Context: an optimization exercise on an open-source flow, tuned for small area. The choices shown serve that exercise and are no tape-out recipe. The RTL was checked by simulation tests, not by an equivalence proof against the original design. No run shown here takes its clock network from TritonCTS; it comes from the design's own scripts or RTL. The clock port is modelled as an ideal driver, which makes a skipped or thinned clock tree look cheaper than it is; a real chip needs a root buffer or a tree. Power figures rest on the tool's default switching activity, not on a simulated workload.

[design/flow/design.v]
module config_passer (
    input        CLK,
    input        RSTn,
    input        Empty,
    input  [7:0] Data,
    output [7:0] D7_D0,
    output       RINC,
    output       WrEn,
    output reg [2:0] RegAddr
);
reg [2:0] Count;
reg WrReg;
wire analyze = (Count == 3'd0);
always @(posedge CLK or negedge RSTn) begin
    if (~RSTn)
        Count <= 3'd0;
    else if (!analyze)
        Count <= Count - 3'd1;
    else if (!Empty)
        Count <= Data[2:0];
end
always @(posedge CLK or negedge RSTn) begin
    if (~RSTn)
        RegAddr <= 3'b0;
    else if (analyze && !Empty)
        RegAddr <= Data[5:3];
end
always @(posedge CLK) begin
    if (analyze)
        WrReg <= Data[7];
end
assign D7_D0 = Data;
assign RINC  = ~Empty;
assign WrEn  = WrReg & ~analyze;
endmodule
module fifo_top(
    input        iClk,
    input        iRstn,
    input  [7:0] iWDAT,
    input        iChg,       
    output       oEMPT,
    output [7:0] oRDAT
);
reg [2:0] t;
wire inc = ~t[2] | t[1] | t[0] | iChg;
always @(posedge iClk or negedge iRstn) begin
    if (!iRstn)
        t <= 3'd0;
    else
        t <= {t[2] | (t[1] & t[0]), t[1:0] + {1'b0, inc}};
end
reg [7:0] rdat;
always @(posedge iClk) begin
    if (!(t[2] & (t[1] | t[0])))
        rdat <= iWDAT;
end
assign oEMPT = ~t[2];
assign oRDAT = rdat;
endmodule
module jtag_top(
    input  iTck,
    input  iTrst,
    input  iTms,
    input  iTdi,
    input  iDesync,
    input  tdoHold,      
    output oTdo,         
    output oShift,       
    output oWrEn
);
localparam pTestLogicReset = 4'hF;
localparam pRunTestIdle    = 4'hC;
localparam pSelectDRScan   = 4'h7;
localparam pCaptureDR      = 4'h6;
localparam pShiftDR        = 4'h2;
localparam pExit1DR        = 4'h1;
localparam pPauseDR        = 4'h3;
localparam pExit2DR        = 4'h0;
localparam pUpdateDR       = 4'h5;
localparam pSelectIRScan   = 4'h4;
localparam pCaptureIR      = 4'hE;
localparam pShiftIR        = 4'hA;
localparam pExit1IR        = 4'h9;
localparam pPauseIR        = 4'hB;
localparam pExit2IR        = 4'h8;
localparam pUpdateIR       = 4'hD;
localparam IR_BYPASS = 2'd0;
localparam IR_IDCODE = 2'd1;
localparam IR_CONFIG = 2'd2;
localparam IR_NONE   = 2'd3;
reg [3:0] stN;                       
wire [3:0] st = ~stN;
reg [3:0] nxt;
always @(*) begin
    case (st)
        pTestLogicReset: nxt = iTms ? pTestLogicReset : pRunTestIdle;
        pRunTestIdle:    nxt = iTms ? pSelectDRScan   : pRunTestIdle;
        pSelectDRScan:   nxt = iTms ? pSelectIRScan   : pCaptureDR;
        pCaptureDR:      nxt = iTms ? pExit1DR        : pShiftDR;
        pShiftDR:        nxt = iTms ? pExit1DR        : pShiftDR;
        pExit1DR:        nxt = iTms ? pUpdateDR       : pPauseDR;
        pPauseDR:        nxt = iTms ? pExit2DR        : pPauseDR;
        pExit2DR:        nxt = iTms ? pUpdateDR       : pShiftDR;
        pUpdateDR:       nxt = iTms ? pSelectDRScan   : pRunTestIdle;
        pSelectIRScan:   nxt = iTms ? pTestLogicReset : pCaptureIR;
        pCaptureIR:      nxt = iTms ? pExit1IR        : pShiftIR;
        pShiftIR:        nxt = iTms ? pExit1IR        : pShiftIR;
        pExit1IR:        nxt = iTms ? pUpdateIR       : pPauseIR;
        pPauseIR:        nxt = iTms ? pExit2IR        : pPauseIR;
        pExit2IR:        nxt = iTms ? pUpdateIR       : pShiftIR;
        default:         nxt = iTms ? pSelectDRScan   : pRunTestIdle;  
    endcase
end
always @(posedge iTck or negedge iTrst) begin
    if (!iTrst)
        stN <= 4'h0;
    else
        stN <= ~nxt;
end
wire tlr   = (st == pTestLogicReset);
wire capdr = (st == pCaptureDR);
wire shdr  = (st == pShiftDR);
wire shir  = (st == pShiftIR);
reg [3:0] SIRn;                         
wire [3:0] SIR = ~SIRn;
wire sirShift = shir;                   
wire sirHold  = ~(shir | tlr);
always @(posedge iTck) begin
    SIRn <= ~(({4{sirShift}} & {iTdi, SIR[3:1]}) | ({4{sirHold}} & SIR) |
              {3'b000, tlr});
end
reg [1:0] IR;
always @(*) begin
    case (SIR)
        4'b0001: IR = IR_BYPASS;
        4'b0010: IR = IR_IDCODE;
        4'b0100: IR = IR_CONFIG;
        default: IR = IR_NONE;
    endcase
end
wire cfg = (IR == IR_CONFIG);
reg [31:0] IDCn;
wire [31:0] IDC = ~IDCn;
wire idcHold = ~(capdr | shdr);
always @(posedge iTck) begin
    IDCn <= ~(({32{shdr}} & {iTdi, IDC[31:1]}) | ({32{idcHold}} & IDC) |
              ({32{capdr}} & 32'h149511c3));
end
reg [7:0] SCFn;                         
wire [7:0] SCF = ~SCFn;
wire scfShift = shdr & cfg;             
wire scfHold  = ~(scfShift | tlr);
always @(posedge iTck) begin
    SCFn <= ~(({8{scfShift}} & {iTdi, SCF[7:1]}) | ({8{scfHold}} & SCF));
end
reg sync;
always @(posedge iTck) begin
    if (tlr)
        sync <= 1'b0;
    else if (SCF == 8'hF0)
        sync <= 1'b1;
    else if (iDesync)
        sync <= 1'b0;
end
reg [3:0] sftCnt;
always @(posedge iTck) begin
    if (!sync)
        sftCnt <= 4'd0;
    else if (shdr && cfg)
        sftCnt <= sftCnt + 4'd1;
end
assign oWrEn = shdr & cfg & sync & (&sftCnt);
reg drTdo;
always @(*) begin
    case (IR)
        IR_BYPASS: drTdo = IDC[31];
        IR_IDCODE: drTdo = IDC[0];
        IR_CONFIG: drTdo = SCF[0];
        default:   drTdo = tdoHold;
    endcase
end
assign oTdo   = shir ? SIR[0] : drTdo;
assign oShift = shir | shdr;
endmodule
module top(
    iTms,
    iTck,
    iTrst,
    iDesync,
    iTdi,
    oRINC,
    WrEn,
    regAddr,
    D7_D0,
    setDataReg_Latch
);
input iTms;
input iTck;
input iTrst;
input iDesync;
input iTdi;
output oRINC;
output WrEn;
output[2:0] regAddr;
output[7:0] D7_D0;
output[7:0] setDataReg_Latch;
wire oTdo;
wire oShift;
wire oWrEn;
wire oEMPT;
wire[7:0] oRDAT;
reg[7:0] setDataReg;
reg[7:0] setDataReg_Latch;
reg wrEnQ;
jtag_top jtag_top_inst(
    .iTck(iTck),
    .iTrst(iTrst),
    .iTms(iTms),
    .iTdi(iTdi),
    .iDesync(iDesync),
    .tdoHold(setDataReg[7]),
    .oTdo(oTdo),
    .oShift(oShift),
    .oWrEn(oWrEn)
);
fifo_top fifo_top_inst(
    .iClk(iTck),
    .iRstn(iTrst),
    .iWDAT(setDataReg_Latch),
    .iChg(wrEnQ),
    .oEMPT(oEMPT),
    .oRDAT(oRDAT)
);
config_passer config_passer_inst(
    .CLK(iTck),
    .RSTn(iTrst),
    .Empty(oEMPT),
    .Data(oRDAT),
    .D7_D0(D7_D0),
    .RINC(oRINC),
    .WrEn(WrEn),
    .RegAddr(regAddr)
);
always @(posedge iTck) begin
    if (oShift)
        setDataReg <= {oTdo, setDataReg[7:1]};
end
always @(posedge iTck or negedge iTrst) begin
    if(~iTrst)
        wrEnQ <= 1'b0;
    else
        wrEnQ <= oWrEn;
end
always @(posedge iTck or negedge iTrst) begin
    if(~iTrst)
        setDataReg_Latch <= 8'b0;
    else if(wrEnQ)
        setDataReg_Latch <= setDataReg;
end
endmodule
[design/flow/flow/run.sh]
#!/bin/bash
# Own layout flow: the standard ORFS flow (standard.sh) with
#  - an area-oriented ABC script for the combinational logic (abc_area.script
#    here replaces ORFS's; registers are mapped exactly as in the standard
#    synthesis, before ABC runs),
#  - no separate mapping of adders to half/full adder cells (ADDER_MAP_FILE
#    empty), so that ABC maps the small counters together with their logic,
#  - port buffers of the smallest buffer cell,
#  - a small two-level clock tree built by manual_cts.tcl in place of
#    TritonCTS: the clock port drives one root buffer, which drives a few leaf
#    buffers, each driving an equal share of the flip-flops.
# Each tool's output goes to the ORFS logs; make's output to standard.log.
set -e
HERE=$(pwd)
rm -rf "$HERE/scripts"
cp -r "$FLOW_HOME/scripts" "$HERE/scripts"
cp "$HERE/flow/abc_area.script" "$HERE/scripts/abc_area.script"
sed -i 's|^log_cmd clock_tree_synthesis {\*}\$cts_args|source $::env(MANUAL_CTS_TCL)|' "$HERE/scripts/cts.tcl"
grep -q MANUAL_CTS_TCL "$HERE/scripts/cts.tcl"
export SCRIPTS_DIR="$HERE/scripts"
export ADDER_MAP_FILE=
export MANUAL_CTS_TCL="$HERE/flow/manual_cts.tcl"
export MANUAL_CTS_K=${MANUAL_CTS_K:-7}
export MANUAL_CTS_LEAF=${MANUAL_CTS_LEAF:-sky130_fd_sc_hd__buf_4}
export MANUAL_CTS_ROOT=${MANUAL_CTS_ROOT:-sky130_fd_sc_hd__buf_2}
export BUFFER_PORTS_ARGS="-buffer_cell sky130_fd_sc_hd__buf_1"
bash standard.sh > standard.log 2>&1
[design/flow/flow/abc_area.script]
strash
&get -n
&deepsyn -T 30
&put
dch -f
amap
topo
[design/flow/flow/manual_cts.tcl]
# Manual two-level clock tree. The clock port drives one root buffer, which
# drives K leaf buffers. The flip-flops are split into K groups of nearly equal
# size by recursive bisection along the longer side of each group's bounding
# box; each leaf buffer drives one group and is placed at the group's centre.
proc cts_split {sinks K} {
  if {$K <= 1} { return [list $sinks] }
  set xs {}; set ys {}
  foreach s $sinks { lappend xs [lindex $s 1]; lappend ys [lindex $s 2] }
  set xs [lsort -integer $xs]; set ys [lsort -integer $ys]
  set w [expr [lindex $xs end] - [lindex $xs 0]]
  set h [expr [lindex $ys end] - [lindex $ys 0]]
  set idx [expr {$w >= $h ? 1 : 2}]
  set sorted [lsort -integer -index $idx $sinks]
  set k1 [expr $K / 2]
  set n [llength $sorted]
  set n1 [expr int(round(double($n) * $k1 / $K))]
  set a [lrange $sorted 0 [expr $n1 - 1]]
  set b [lrange $sorted $n1 end]
  return [concat [cts_split $a $k1] [cts_split $b [expr $K - $k1]]]
}

proc manual_cts {clkname K leafcell rootcell} {
  set block [ord::get_db_block]
  set db [ord::get_db]
  set clknet [$block findNet $clkname]
  set sinks {}
  foreach it [$clknet getITerms] {
    set bb [[$it getInst] getBBox]
    lappend sinks [list $it [expr ([$bb xMin]+[$bb xMax])/2] [expr ([$bb yMin]+[$bb yMax])/2]]
  }
  set groups [cts_split $sinks $K]
  set rootm [$db findMaster $rootcell]
  set leafm [$db findMaster $leafcell]
  set root [odb::dbInst_create $block $rootm clkbuf_root]
  set rootnet [odb::dbNet_create $block clknet_root]
  $rootnet setSigType CLOCK
  [$root findITerm A] connect $clknet
  [$root findITerm X] connect $rootnet
  set rx 0; set ry 0; set k 0
  foreach g $groups {
    set leaf [odb::dbInst_create $block $leafm clkbuf_leaf_$k]
    set net [odb::dbNet_create $block clknet_leaf_$k]
    $net setSigType CLOCK
    [$leaf findITerm A] connect $rootnet
    [$leaf findITerm X] connect $net
    set sx 0; set sy 0
    foreach s $g {
      set it [lindex $s 0]; $it disconnect; $it connect $net
      incr sx [lindex $s 1]; incr sy [lindex $s 2]
    }
    set cx [expr $sx / [llength $g]]; set cy [expr $sy / [llength $g]]
    $leaf setLocation $cx $cy
    $leaf setPlacementStatus PLACED
    incr rx $cx; incr ry $cy; incr k
  }
  $root setLocation [expr $rx / $k] [expr $ry / $k]
  $root setPlacementStatus PLACED
}

manual_cts iTck $::env(MANUAL_CTS_K) $::env(MANUAL_CTS_LEAF) $::env(MANUAL_CTS_ROOT)
[design/flow/standard.sh]
#!/bin/bash
# synth_recipe.tcl (not shown) runs the flow's synth.tcl, then flattens the netlist and writes it again
# the make line also repeats each setting of config.mk as NAME=value (left out here)
make -C /OpenROAD-flow-scripts/flow DESIGN_CONFIG=/design/flow/config.mk WORK_HOME=/design/flow/orfs CLKGATE_MAP_FILE= SYNTH_SCRIPT=/design/flow/synth_recipe.tcl "${@:-finish}"
[design/flow/config.mk]
export PLATFORM = sky130hd
export DESIGN_NAME = top
export DESIGN_NICKNAME = top
export VERILOG_FILES = /design/flow/design.v
export SDC_FILE = /design/flow/constraint.sdc
export NUM_CORES = 4
export LEC_CHECK = 0
export ABC_AREA = 1
export CAP_MARGIN = 20
export CORE_MARGIN = 2
export CORE_UTILIZATION = 75
export GPL_TIMING_DRIVEN = 0
export PLACE_DENSITY = 0.8
export SLEW_MARGIN = 20
[design/flow/constraint.sdc]
create_clock -name core_clock -period 8.0 [get_ports {iTck}]
set_input_delay 1.6000 -clock core_clock [delete_from_list [all_inputs] [get_ports {iTck}]]
set_output_delay 1.6000 -clock core_clock [all_outputs]
set_load 0.01 [all_outputs]
==> flow_metrics.tcl, run 1 <==
set metrics [dict create \
    fmax_ghz 0.312 \
    final_cell_mix "49 x dfxtp_1, 41 x o22a_1, 35 x clkinv_1" \
    gp_congestion 0.821 \
    synth_area_leaders "dfxtp_1 33%, dfrtp_1 19%, edfxtp_1 17%" \
    r2r_setup_slack_ns 4.97 \
    startpoint_type "flip-flop" \
    yosys_warnings 4 \
    synth_cells 237 \
    ant_nets 0 \
    yosysSeqAreaShare 0.694 \
    rsz0062_at_grt "false" \
    period_needed_ns 3.20 \
    place_hpwl_um 3500 \
    grt_pass1_vias 1786 \
    pwr-share-seq 0.629 \
    via_per_inst 5.83 \
    initialDrtViolationCount 61 \
    postCtsSetupRepairBufs 0 \
    crit_cells 4 \
    hold_slack_ns 0.466 \
    hp-class "flip-flop to flip-flop" \
    fp.coreArea_mm2 0.00372 \
    p_sw_frac 0.290 \
    wl_per_cell_um 15.0 \
    hold_depth 2 \
    diodes 0 \
    synth.avg_cell_area_um2 12.4 \
    internal-power_mw 0.697 \
    setup_viol 0 \
    netlist.area_leader.share 0.334 \
    max-cap-violations 0 \
    finalHoldViolations 0 \
    drc_errors 0 \
    grt_usage 0.227 \
    setup.worst_path.class "flip-flop to output port" \
    rows 22 \
    start_util 0.791 \
    area_growth_syn_to_layout_pct 7.83 \
    finalSetupTns_ns 0 \
    clkTransAtPathRegs_ns 0.12 \
    fill_cells 214 \
    num_vias 1859 \
    die_h_um 66.6 \
    rr_endpoint "jtag_top_inst.sftCnt[3]$_SDFFE_PN0N_" \
    wl_um 4780 \
    critPathBufInv 1 \
    grt_overflow 0 \
    post_cts_resized 0 \
    combPwrFrac 0.203 \
    drtPass1Iterations 4 \
    r2r-start "jtag_top_inst.stN[0]$_DFF_PN0_" \
    p_clk_frac 0.168 \
    ys_seq_elements 88 \
    grt_pass1_wl_um 7910 \
    cp.required_ns 6.40 \
    post-place-ws_ns 5.06 \
    io_pins 26 \
    slowest_stage "dfrtp_1" \
    final_nets 278 \
    fin_area_mm2 0.00317 \
    min_from "jtag_top_inst.IDCn[24]$_DFF_P_" \
    final_max_slew_viol_count 0 \
    synth_area_mm2 0.00294 \
    min_period_over_period 0.400 \
    critical-path-top-delay-family "simple AND/OR/NAND/NOR gates" \
    portBuffers 25 \
    placed_cell_area_mm2 0.00311 \
    fin_util 0.853 \
    clk_latency_ns 0.42 \
    postCtsHoldBufs 0 \
    worst_pin_slew_ns 1.01 \
    power_leakage_nw 1.22 \
    fin_skew_ns 0.0155 \
    arrival_ns 1.60 \
    drive_gt1_frac 0.0406 \
    setup_ws_ns 4.80 \
    synth_cell_type_count 27 \
    hold_path_end "jtag_top_inst.IDCn[23]$_DFF_P_" \
    ff2ff_path_depth 12 \
    cp_max_fo 4 \
    slew_headroom 0.326 \
    final_common_cell "dfxtp_1" \
    dieArea_mm2 0.00444 \
    ir_worst_vdd_v 0.000277 \
    yosys.area.top_type "dfxtp_1" \
    grt_max_degree 33 \
    antenna_found_initial 0 \
    die_x_um 66.6 \
    switchingPower_mw 0.284 \
    status "complete, no violations" \
    syn-num-nets 242 \
    path_cells "or2_0 -> nor2_1 -> nor2b_1 -> buf_1" \
    power.density_mw_per_mm2 309 \
    cpPeakStageDelay_ns 0.41 \
    worstSetupEndpointType "output port" \
]
cell families after synthesis:
kind of cell / Yosys count / share of synthesized area
flip-flops: 88 / 0.694
AO/OA/AOI/OAI: 77 / 0.199
buffers and inverters: 35 / 0.0447
AND/OR/NAND/NOR: 37 / 0.0617
cell type report:
| class | count | area (µm²) | share of cell area |
|---|---|---|---|
| Sequential cell | 88 | 2040 | 0.644 |
| Timing Repair Buffer | 26 | 110 | 0.0347 |
| Inverter | 35 | 131 | 0.0414 |
| Tap cell | 48 | 60.1 | 0.0189 |
| Buffer | 8 | 57.6 | 0.0182 |
| Multi-Input combinational cell | 114 | 769 | 0.243 |
stage by stage:
step / cells / power [mW]
floorplan: 237 / 0.767
global placement: 310 / 0.802
detailed placement: 311 / 0.825
CTS: 319 / 0.950
global route: 319 / 1.04
finish: 319 / 0.981
per-layer routing:
| layer | vias to the layer above | wire [µm] | global-route usage |
|---|---|---|---|
| met4 | 0 | 119 | 0.0510 |
| met3 | 12 | 186 | 0.0253 |
| met5 | - | 0 | 0 |
| met1 | 871 | 2160 | 0.292 |
| li1 | 942 | - | - |
| met2 | 34 | 2310 | 0.414 |
worst max-delay path by stage:
| stage | startpoint | to | slack, ns |
|---|---|---|---|
| 2_1_floorplan | jtag_top_inst.stN[0]$_DFF_PN0_ | jtag_top_inst.IDCn[10]$_DFF_P_ | 4.97 |
| 3_3_place_gp | jtag_top_inst.stN[0]$_DFF_PN0_ | jtag_top_inst.IDCn[9]$_DFF_P_ | 4.18 |
| 3_5_place_dp | jtag_top_inst.stN[0]$_DFF_PN0_ | jtag_top_inst.sftCnt[3]$_SDFFE_PN0N_ | 5.06 |
| 4_1_cts | jtag_top_inst.stN[0]$_DFF_PN0_ | jtag_top_inst.sftCnt[3]$_SDFFE_PN0N_ | 5.05 |
| 5_1_grt | config_passer_inst.Count[0]$_DFFE_PN0P_ | WrEn | 4.67 |
| 6_report | config_passer_inst.Count[0]$_DFFE_PN0P_ | WrEn | 4.80 |
synthesized netlist by cell type:
| library cell | count |
|---|---|
| dfxtp_1 | 49 |
| o22a_1 | 41 |
| clkinv_1 | 35 |
| dfrtp_1 | 22 |
| edfxtp_1 | 17 |
| o22ai_1 | 16 |
| nor2_1 | 11 |
| nand2_1 | 7 |
| o21ai_0 | 6 |
| a21oi_1 | 4 |
| nor3_1 | 4 |
| or2_0 | 4 |
| and3_1 | 3 |
| nor2b_1 | 3 |
| a31oi_1 | 2 |
| o21bai_1 | 2 |
| a22o_1 | 1 |
| a22oi_1 | 1 |
| a311oi_1 | 1 |
| and2_0 | 1 |
| nand2b_1 | 1 |
| nand3_1 | 1 |
| nand4_1 | 1 |
| o211ai_1 | 1 |
| o21a_1 | 1 |
| o41ai_1 | 1 |
| or4_1 | 1 |
flip-flops by register name, summed over array words and instances, names as in the netlist, 4 cells and up:
signal / count
jtag_top_inst.stN: 4
jtag_top_inst.sftCnt: 4
setDataReg_Latch: 8
jtag_top_inst.IDCn: 32
setDataReg: 8
fifo_top_inst.rdat: 8
jtag_top_inst.SIRn: 4
jtag_top_inst.SCFn: 8
power by group through the flow:
stage / logic, mW / registers (mW) / clock network, mW
CTS: 0.199 / 0.628 / 0.123
floorplan: 0.156 / 0.611 / 0
detailed placement: 0.198 / 0.627 / 0
global route: 0.223 / 0.631 / 0.187
finish: 0.199 / 0.617 / 0.165
global placement: 0.180 / 0.622 / 0
worst reg2reg max path: cells and delay by family (launching register included):
family,cells,cell delay [ns]
AND/OR/NAND/NOR,8,1.92
flip-flops,1,0.41
AO/OA/AOI/OAI,2,0.24
buffers and inverters,2,0.38
==> run 2, diff against run 1 <==
==> design/flow/flow/abc_area.script (replaced) <==
strash
&get -n
&deepsyn -T 30
&dch -f
&nf -R 1000
&put
topo
==> flow_metrics.tcl, run 2 <==
set metrics [dict create \
    clkTransAtPathRegs_ns 0.11 \
    max-cap-violations 0 \
    cp_max_fo 5 \
    ir_worst_vdd_v 0.000210 \
    final_common_cell "dfxtp_1" \
    io_pins 26 \
    min_period_over_period 0.401 \
    grt_pass1_wl_um 8430 \
    async_reset_ff_frac 0.250 \
    fmax_ghz 0.312 \
    setup_viol 0 \
    hold_depth 1 \
    start_util 0.790 \
    startpoint_type "flip-flop" \
    hold_path_end "jtag_top_inst.sftCnt[3]$_SDFFE_PN0N_" \
    final_cell_mix "49 x dfxtp_1, 28 x o22a_1, 24 x buf_1" \
    setup.worst_path.class "flip-flop to output port" \
    period_needed_ns 3.21 \
    slew_headroom 0.440 \
    synth.avg_cell_area_um2 13.5 \
    largest_register "jtag_top_inst.IDCn" \
    yosys.cell_count.top_type "dfxtp_1" \
    portBuffers 25 \
    ant_nets 0 \
    gp_congestion 0.749 \
    final_nets 256 \
    synth_flop_cell "dfxtp_1" \
    rr_endpoint "jtag_top_inst.sftCnt[3]$_SDFFE_PN0N_" \
    synth_cells 216 \
    synth_cell_type_count 29 \
    grt_max_degree 23 \
    wl_per_cell_um 16.8 \
    switchingPower_mw 0.281 \
    syn-num-nets 221 \
    ys_seq_elements 88 \
    num_vias 1862 \
    r2r_setup_slack_ns 5.55 \
    status "complete, no violations" \
    yosys.area.top_type "dfxtp_1" \
    rows 22 \
    antenna_found_initial 0 \
    combPwrFrac 0.190 \
    final_max_slew_viol_count 0 \
    synth_area_mm2 0.00291 \
    drive_gt1_frac 0.0402 \
    hold_slack_ns 0.457 \
    drt-met1-wl_um 2120 \
    rsz0062_at_grt "false" \
    diodes 0 \
    p_sw_frac 0.288 \
    highest_layer "met4" \
    die_x_um 66.3 \
    fin_skew_ns 0.0124 \
    initialDrtViolationCount 125 \
    worst_pin_slew_ns 0.840 \
    grt_overflow 0 \
    postCtsSetupRepairBufs 0 \
    synth_edf_count 17 \
    finalHoldViolations 0 \
    clk_latency_ns 0.44 \
    fill_cells 183 \
    yosysSeqAreaShare 0.701 \
    hp-class "flip-flop to flip-flop" \
    power_leakage_nw 1.28 \
    r2r-start "jtag_top_inst.stN[0]$_DFF_PN0_" \
    grt_pass1_vias 1876 \
    min_from "jtag_top_inst.sftCnt[3]$_SDFFE_PN0N_" \
    wl_met2_um 2570 \
    netlist.area_leader.share 0.337 \
    pwr-share-seq 0.639 \
    cp.required_ns 6.40 \
    via_per_inst 6.27 \
    drtPass1Iterations 4 \
    internal-power_mw 0.694 \
    arrival_ns 1.61 \
    postCtsHoldBufs 0 \
    dieArea_mm2 0.00440 \
    die_h_um 66.3 \
    power.density_mw_per_mm2 312 \
    grt_usage 0.244 \
    netlist_top_cells_count "49 x dfxtp_1, 28 x o22a_1, 22 x dfrtp_1" \
    area_growth_syn_to_layout_pct 7.39 \
    met3WireLength_um 207 \
    yosys_warnings 4 \
    drc_errors 0 \
    finalSetupTns_ns 0 \
    ff2ff_path_depth 9 \
    worstSetupEndpointType "output port" \
    synth_area_leaders "dfxtp_1 34%, dfrtp_1 19%, edfxtp_1 18%" \
    fp.coreArea_mm2 0.00369 \
    place_hpwl_um 3560 \
    largest_register_ffs 32 \
    post_cts_resized 0 \
    p_clk_frac 0.171 \
    wl_um 5000 \
]
[run 2: per-layer routing]
layer	vias up	track usage
li1	877	-
met1	927	0.328
met2	45	0.433
met3	13	0.0187
met4	0	0.0561
met5	-	0
[run 2: area by class of cell]
class,instances,area (µm²),share of cell area
plain buffers,8,57.6,0.0184
repair buffers,25,95.1,0.0304
well taps,48,60.1,0.0192
multi-input cells,122,852,0.272
inverters,6,22.5,0.00720
flip-flops and latches,88,2040,0.653
[run 2: worst max path at each step]
stage                     cells after the start    to                                     from  slack [ns]
after floorplan                               3  WrEn  config_passer_inst.Count[1]$_DFFE_PN0P_        5.48
after global placement                        4  WrEn  config_passer_inst.Count[1]$_DFFE_PN0P_        5.33
after detailed placement                      4  WrEn  config_passer_inst.Count[1]$_DFFE_PN0P_        5.27
after CTS                                     4  WrEn  config_passer_inst.Count[1]$_DFFE_PN0P_        5.26
after global routing                          4  WrEn  config_passer_inst.Count[1]$_DFFE_PN0P_        4.68
final                                         4  WrEn  config_passer_inst.Count[1]$_DFFE_PN0P_        4.79
[run 2: logic make-up (layout without fill, tap and decap cells)]
group / count (synthesis) / after routing / synth area share
flip-flops: 88 / 88 / 0.701
AO/OA/AOI/OAI: 66 / 66 / 0.171
AND/OR/NAND/NOR: 43 / 43 / 0.0717
multiplexers: 12 / 12 / 0.0459
buffers and inverters: 6 / 39 / 0.00773
XOR/XNOR: 1 / 1 / 0.00301
[run 2: per-stage QoR]
stage | utilization | std cells | cell area (µm²) | power [mW] | setup WS (ns)
2_1_floorplan | - | 216 | 2910 | 0.757 | 5.48
3_3_place_gp | 0.832 | 289 | 3070 | 0.785 | 5.33
3_5_place_dp | 0.832 | 289 | 3070 | 0.815 | 5.27
4_1_cts | 0.848 | 297 | 3130 | 0.941 | 5.26
5_1_grt | 0.848 | 297 | 3130 | 1.03 | 4.68
6_report | 0.848 | 297 | 3130 | 0.975 | 4.79
[run 2: power groups by stage]
stage	Sequential, mW	Clock [mW]	Combinational (mW)
after global placement	0.620	0	0.165
after floorplan	0.610	0	0.147
after global routing	0.635	0.182	0.208
after CTS	0.632	0.123	0.186
final	0.623	0.166	0.185
after detailed placement	0.632	0	0.184
[run 2: critical path: stages (launching register included)]
cell and delay [ns]:
dfrtp_1 0.39, or2_0 0.27, nor2_1 0.29, nor2b_1 0.08, buf_1 0.13
==> run 3, diff against run 2 <==
--- a/design/flow/flow/run.sh
+++ b/design/flow/flow/run.sh
@@ -21,2 +21,4 @@
 export ADDER_MAP_FILE=
+# large buffers are not needed at this size; repair uses small ones
+export DONT_USE_CELLS="sky130_fd_sc_hd__buf_6 sky130_fd_sc_hd__buf_8 sky130_fd_sc_hd__buf_12 sky130_fd_sc_hd__buf_16"
 export MANUAL_CTS_TCL="$HERE/flow/manual_cts.tcl"
==> design/flow/flow/abc_area.script (replaced) <==
strash
&get -n
&deepsyn -T 30
&put
dch -f
amap
topo
==> flow_metrics.tcl, run 3 <==
set metrics [dict create \
    status "complete, no violations" \
    hp-class "flip-flop to flip-flop" \
    grt_pass1_vias 1786 \
    clkTransAtPathRegs_ns 0.12 \
    largest_register_ffs 32 \
    fp.coreArea_mm2 0.00372 \
    cp_max_fo 4 \
    portBuffers 25 \
    hold_depth 2 \
    cp.required_ns 6.40 \
    grt_overflow 0 \
    ant_nets 0 \
    final_common_cell "dfxtp_1" \
    wl_per_cell_um 15.0 \
    wl_um 4780 \
    synth_cell_type_count 27 \
    dieArea_mm2 0.00444 \
    fin_total_pwr_mw 0.981 \
    max-cap-violations 0 \
    via_per_inst 5.83 \
    grt_pass1_wl_um 7910 \
    yosysSeqAreaShare 0.694 \
    place_hpwl_um 3500 \
    postCtsHoldBufs 0 \
    r2r_setup_slack_ns 4.97 \
    arrival_ns 1.60 \
    finalSetupTns_ns 0 \
    setup.worst_path.class "flip-flop to output port" \
    synth_flop_cell "dfxtp_1" \
    rr_endpoint "jtag_top_inst.sftCnt[3]$_SDFFE_PN0N_" \
    synth_area_mm2 0.00294 \
    area_growth_syn_to_layout_pct 7.83 \
    final_max_slew_viol_count 0 \
    netlist.area_leader.share 0.334 \
    r2r-start "jtag_top_inst.stN[0]$_DFF_PN0_" \
    synth_area_leaders "dfxtp_1 33%, dfrtp_1 19%, edfxtp_1 17%" \
    period_needed_ns 3.20 \
    post_cts_resized 0 \
    fin_skew_ns 0.0155 \
    die_x_um 66.6 \
    synth.avg_cell_area_um2 12.4 \
    yosys.cell_count.top_type "dfxtp_1" \
    ys_seq_elements 88 \
    min_period_over_period 0.400 \
    netlist_top_cells_count "49 x dfxtp_1, 41 x o22a_1, 35 x clkinv_1" \
    ff2ff_path_depth 12 \
    synth_cells 237 \
    synthAdderAreaFrac 0 \
    yosys.area_share.simple 0.0617 \
    rsz0062_at_grt "false" \
    synth_xor_area_frac 0 \
    setup_viol 0 \
    synth-compound-area-share 0.199 \
    grt_max_degree 33 \
    synth_top_family_by_area "compound AO/OA/AOI/OAI gates" \
    fin_area_mm2 0.00317 \
    worstSetupEndpointType "output port" \
    largest_register "jtag_top_inst.IDCn" \
    drc_errors 0 \
    num_vias 1859 \
    final_nets 278 \
    fmax_ghz 0.312 \
    hold_path_end "jtag_top_inst.IDCn[23]$_DFF_P_" \
    antenna_found_initial 0 \
    power_leakage_nw 1.22 \
    fill_cells 214 \
    clk_latency_ns 0.42 \
    power.density_mw_per_mm2 309 \
    io_pins 26 \
    slew_headroom 0.326 \
    diodes 0 \
    start_util 0.791 \
    muxShareOfSynthArea 0 \
    fin_util 0.853 \
    synth_edf_count 17 \
    gp_congestion 0.821 \
    yosys.area.top_type "dfxtp_1" \
    min_from "jtag_top_inst.IDCn[24]$_DFF_P_" \
    async_reset_ff_frac 0.250 \
    postCtsSetupRepairBufs 0 \
    syn-num-nets 242 \
    finalHoldViolations 0 \
    placed_cell_area_mm2 0.00311 \
    rows 22 \
    die_h_um 66.6 \
    yosys_warnings 4 \
    drive_gt1_frac 0.0406 \
    drtPass1Iterations 4 \
    initialDrtViolationCount 61 \
    grt_usage 0.227 \
    ir_worst_vdd_v 0.000277 \
    worst_pin_slew_ns 1.01 \
    final_cell_mix "49 x dfxtp_1, 41 x o22a_1, 35 x clkinv_1" \
    startpoint_type "flip-flop" \
]
## run 3: cell types whose count changed in the layout (fill, tap and decap cells not counted), moves of 6 or more
cell      delta
o22ai_1     +14
a22o_1      -11
clkinv_1    +29
o22a_1      +13
nand2_1      -6
mux2_1      -11
## run 3: worst max-delay path by stage
stage / start / slack, ns / end
final: config_passer_inst.Count[0]$_DFFE_PN0P_ / 4.80 / WrEn
after detailed placement: jtag_top_inst.stN[0]$_DFF_PN0_ / 5.06 / jtag_top_inst.sftCnt[3]$_SDFFE_PN0N_
after floorplan: jtag_top_inst.stN[0]$_DFF_PN0_ / 4.97 / jtag_top_inst.IDCn[10]$_DFF_P_
after CTS: jtag_top_inst.stN[0]$_DFF_PN0_ / 5.05 / jtag_top_inst.sftCnt[3]$_SDFFE_PN0N_
after global routing: config_passer_inst.Count[0]$_DFFE_PN0P_ / 4.67 / WrEn
after global placement: jtag_top_inst.stN[0]$_DFF_PN0_ / 4.18 / jtag_top_inst.IDCn[9]$_DFF_P_
## run 3: metrics by stage
| step | worst slack [ns] | hold WS (ns) | std cells |
|---|---|---|---|
| after global routing | 4.67 | 0.491 | 319 |
| after floorplan | 4.97 | 0.414 | 237 |
| final | 4.80 | 0.466 | 319 |
| after detailed placement | 5.06 | 0.452 | 311 |
| after CTS | 5.05 | 0.454 | 319 |
| after global placement | 4.18 | 0.426 | 310 |
## run 3: routing by layer
layer,global-route usage,wire length [µm],vias up
met5,0,0,-
met3,0.0253,186,12
met1,0.292,2160,871
li1,-,-,942
met4,0.0510,119,0
met2,0.414,2310,34
## run 3: final cells by class
cell class | instances | area [µm²] | area share
flip-flops and latches | 88 | 2040 | 0.644
multi-input cells | 114 | 769 | 0.243
inverters | 35 | 131 | 0.0414
repair buffers | 26 | 110 | 0.0347
well taps | 48 | 60.1 | 0.0189
plain buffers | 8 | 57.6 | 0.0182
## run 3: cells by family (layout without fill, tap and decap cells)
logic type	Yosys count	count (layout)
flip-flops	88	88
AO/OA/AOI/OAI	77	77
AND/OR/NAND/NOR	37	37
buffers and inverters	35	69
## run 3: power breakdown
group / total (mW) / switching (mW) / leakage (nW) / internal, mW
Clock: 0.165 / 0.117 / 0.0376 / 0.0480
Combinational: 0.199 / 0.110 / 0.297 / 0.0892
Sequential: 0.617 / 0.0575 / 0.884 / 0.560
Total: 0.981 / 0.284 / 1.22 / 0.697
## run 3: critical path, cell delays in order (launching register included)
cell     delay, ns
dfrtp_1       0.41
or2_0         0.25
nor2_1        0.29
nor2b_1       0.09
buf_1         0.14
==> run 4, diff against run 3 <==
--- a/design/flow/flow/run.sh
+++ b/design/flow/flow/run.sh
@@ -8,2 +8,3 @@
 #  - port buffers of the smallest buffer cell,
+#  - repair_design free to size a driver up to another footprint,
 #  - a small two-level clock tree built by manual_cts.tcl in place of
@@ -19,6 +20,7 @@
 grep -q MANUAL_CTS_TCL "$HERE/scripts/cts.tcl"
+# let repair_design fix a slow net by sizing its driver up, not only by adding
+# a buffer (the platform restricts sizing to cells of the same footprint)
+sed -i '/^proc repair_design_helper/,/^}/ s/^  append_env_var additional_args MATCH_CELL_FOOTPRINT.*$//' "$HERE/scripts/util.tcl"
 export SCRIPTS_DIR="$HERE/scripts"
 export ADDER_MAP_FILE=
-# large buffers are not needed at this size; repair uses small ones
-export DONT_USE_CELLS="sky130_fd_sc_hd__buf_6 sky130_fd_sc_hd__buf_8 sky130_fd_sc_hd__buf_12 sky130_fd_sc_hd__buf_16"
 export MANUAL_CTS_TCL="$HERE/flow/manual_cts.tcl"
==> flow_metrics.tcl, run 4 <==
set metrics [dict create \
    drc_errors 0 \
    startpoint_type "flip-flop" \
    drtPass1Iterations 4 \
    syn-num-nets 242 \
    clk_latency_ns 0.42 \
    grt_pass1_vias 1786 \
    grt_pass1_wl_um 7910 \
    fmax_ghz 0.312 \
    initialDrtViolationCount 61 \
    synth.avg_cell_area_um2 12.4 \
    cp_max_fo 4 \
    power.density_mw_per_mm2 309 \
    synth_flop_cell "dfxtp_1" \
    grt_overflow 0 \
    cp.required_ns 6.40 \
    hp-class "flip-flop to flip-flop" \
    power_leakage_nw 1.22 \
    synth_cell_type_count 27 \
    grt_usage 0.227 \
    final_max_slew_viol_count 0 \
    status "complete, no violations" \
    final_cell_mix "49 x dfxtp_1, 41 x o22a_1, 35 x clkinv_1" \
    yosys.area.top_type "dfxtp_1" \
    fin_util 0.853 \
    rows 22 \
    worst_pin_slew_ns 1.01 \
    postCtsSetupRepairBufs 0 \
    yosys_warnings 4 \
    worstSetupEndpointType "output port" \
    min_period_over_period 0.400 \
    io_pins 26 \
    ff2ff_path_depth 12 \
    antenna_found_initial 0 \
    portBuffers 25 \
    setup.worst_path.class "flip-flop to output port" \
    ir_worst_vdd_v 0.000277 \
    synth_cells 237 \
    ant_nets 0 \
    gp_congestion 0.821 \
    ys_seq_elements 88 \
    final_nets 278 \
    crit_cells 4 \
    dpl.cell_count 311 \
    die_h_um 66.6 \
    netlist.area_leader.share 0.334 \
    largest_register_ffs 32 \
    place_hpwl_um 3500 \
    fin_skew_ns 0.0155 \
    hold_depth 2 \
    synth_area_mm2 0.00294 \
    cpPeakStageDelay_ns 0.41 \
    period_needed_ns 3.20 \
    final_common_cell "dfxtp_1" \
    dieArea_mm2 0.00444 \
    post_cts_resized 0 \
    wl_um 4780 \
    yosys.cell_count.top_type "dfxtp_1" \
    num_vias 1859 \
    start_util 0.791 \
    wl_per_cell_um 15.0 \
    max-cap-violations 0 \
    synth_edf_count 17 \
    drive_gt1_frac 0.0406 \
    async_reset_ff_frac 0.250 \
    critPathBufInv 1 \
    finalSetupTns_ns 0 \
    diodes 0 \
    fp.coreArea_mm2 0.00372 \
    area_growth_syn_to_layout_pct 7.83 \
    clkTransAtPathRegs_ns 0.12 \
    path_cells "or2_0 -> nor2_1 -> nor2b_1 -> buf_1" \
    largest_register "jtag_top_inst.IDCn" \
    via_per_inst 5.83 \
    synth_area_leaders "dfxtp_1 33%, dfrtp_1 19%, edfxtp_1 17%" \
    arrival_ns 1.60 \
    yosysSeqAreaShare 0.694 \
    slowest_stage "dfrtp_1" \
    netlist_top_cells_count "49 x dfxtp_1, 41 x o22a_1, 35 x clkinv_1" \
    setup_viol 0 \
    slew_headroom 0.326 \
    postCtsHoldBufs 0 \
    die_x_um 66.6 \
    finalHoldViolations 0 \
    rsz0062_at_grt "false" \
    critical-path-top-delay-family "simple AND/OR/NAND/NOR gates" \
    final_cells 319 \
    grt_max_degree 33 \
]
==> run 4: cell counts after synthesis <==
No cell type changed its count.
==> run 4: stage by stage <==
stage / setup slack [ns] / total power [mW] / instance area, µm² / hold slack, ns
final: 4.80 / 0.981 / 3170 / 0.466
after global placement: 4.18 / 0.802 / 3090 / 0.426
after floorplan: 4.97 / 0.767 / 2940 / 0.414
after global routing: 4.67 / 1.04 / 3170 / 0.491
after detailed placement: 5.06 / 0.825 / 3110 / 0.452
after CTS: 5.05 / 0.950 / 3170 / 0.454
==> run 4: final timing paths <==
path	to	slack (ns)	start
setup / recovery	WrEn	4.80	config_passer_inst.Count[0]$_DFFE_PN0P_
hold / removal	jtag_top_inst.IDCn[23]$_DFF_P_	0.47	jtag_top_inst.IDCn[24]$_DFF_P_
setup reg to reg	jtag_top_inst.sftCnt[3]$_SDFFE_PN0N_	4.97	jtag_top_inst.stN[0]$_DFF_PN0_
min in group asynchronous	config_passer_inst.RegAddr[2]$_DFFE_PN0P_	1.13	iTrst
max in group asynchronous	setDataReg_Latch[7]$_DFFE_PN0P_	6.50	iTrst
hold reg to reg	jtag_top_inst.IDCn[23]$_DFF_P_	0.47	jtag_top_inst.IDCn[24]$_DFF_P_
==> run 4: worst reg2reg max path: stages, from the launching register on <==
cell and delay (ns):
dfrtp_1 0.41, clkinv_1 0.06, or2_0 0.23, nor2_1 0.21, nand2_1 0.25, nand2b_1 0.15, or2_0 0.25, nor2b_1 0.32
clkinv_1 0.32, nor2b_1 0.27, and3_1 0.24, o21ai_0 0.08, a21oi_1 0.16
==> run 4: area by class of cell <==
class | count | area [µm²]
Sequential cell | 88 | 2040
Multi-Input combinational cell | 114 | 769
Fill cell | 214 | 546
Inverter | 35 | 131
Timing Repair Buffer | 26 | 110
Tap cell | 48 | 60.1
Buffer | 8 | 57.6
==> run 4: power breakdown <==
| part | internal, mW | total (mW) | switching, mW |
|---|---|---|---|
| Combinational | 0.0892 | 0.199 | 0.110 |
| Clock | 0.0480 | 0.165 | 0.117 |
| Sequential | 0.560 | 0.617 | 0.0575 |
| Total | 0.697 | 0.981 | 0.284 |
==> run 4: logic make-up (layout without fill, tap and decap cells) <==
logic type | after synthesis | after routing | share of synthesized area
AOI/OAI and AO/OA | 77 | 77 | 0.199
DFF | 88 | 88 | 0.694
and+or+nand+nor | 37 | 37 | 0.0617
buffers and inverters | 35 | 69 | 0.0447
==> run 4: layer usage <==
metal,vias up,track usage,routed length (µm)
li1,942,-,-
met1,871,0.292,2160
met2,34,0.414,2310
met3,12,0.0253,186
met4,0,0.0510,119
met5,-,0,0

## port drivers added, routing unchanged
How much do the figures lean on ideal ports? The routed layouts below were timed once more, with nothing changed but the port constraints. Step 1 sets driving cells, clkbuf_16 on the clock port and buf_2 on the other inputs (assumed; they add their load-dependent delay and slew). Step 2 also shifts input and output timing later by t, the mid clock arrival at the registers, as if the neighbouring blocks saw the same clock. Slacks: ideal / step 1 / step 2; pairs: ideal / step 1.
run	t, ns	slack for setup (ns)	worst data-port slew with drivers (ns)	cell pins on the clock port's net
run 1	0.435	4.797 / 4.771 / 4.968	0.03	1
run 2	0.462	4.795 / 4.769 / 5.230	0.03	1
run 3	0.435	4.797 / 4.771 / 4.968	0.03	1
run 4	0.435	4.797 / 4.771 / 4.968	0.03	1
After both steps setup and hold are still met in every run listed.
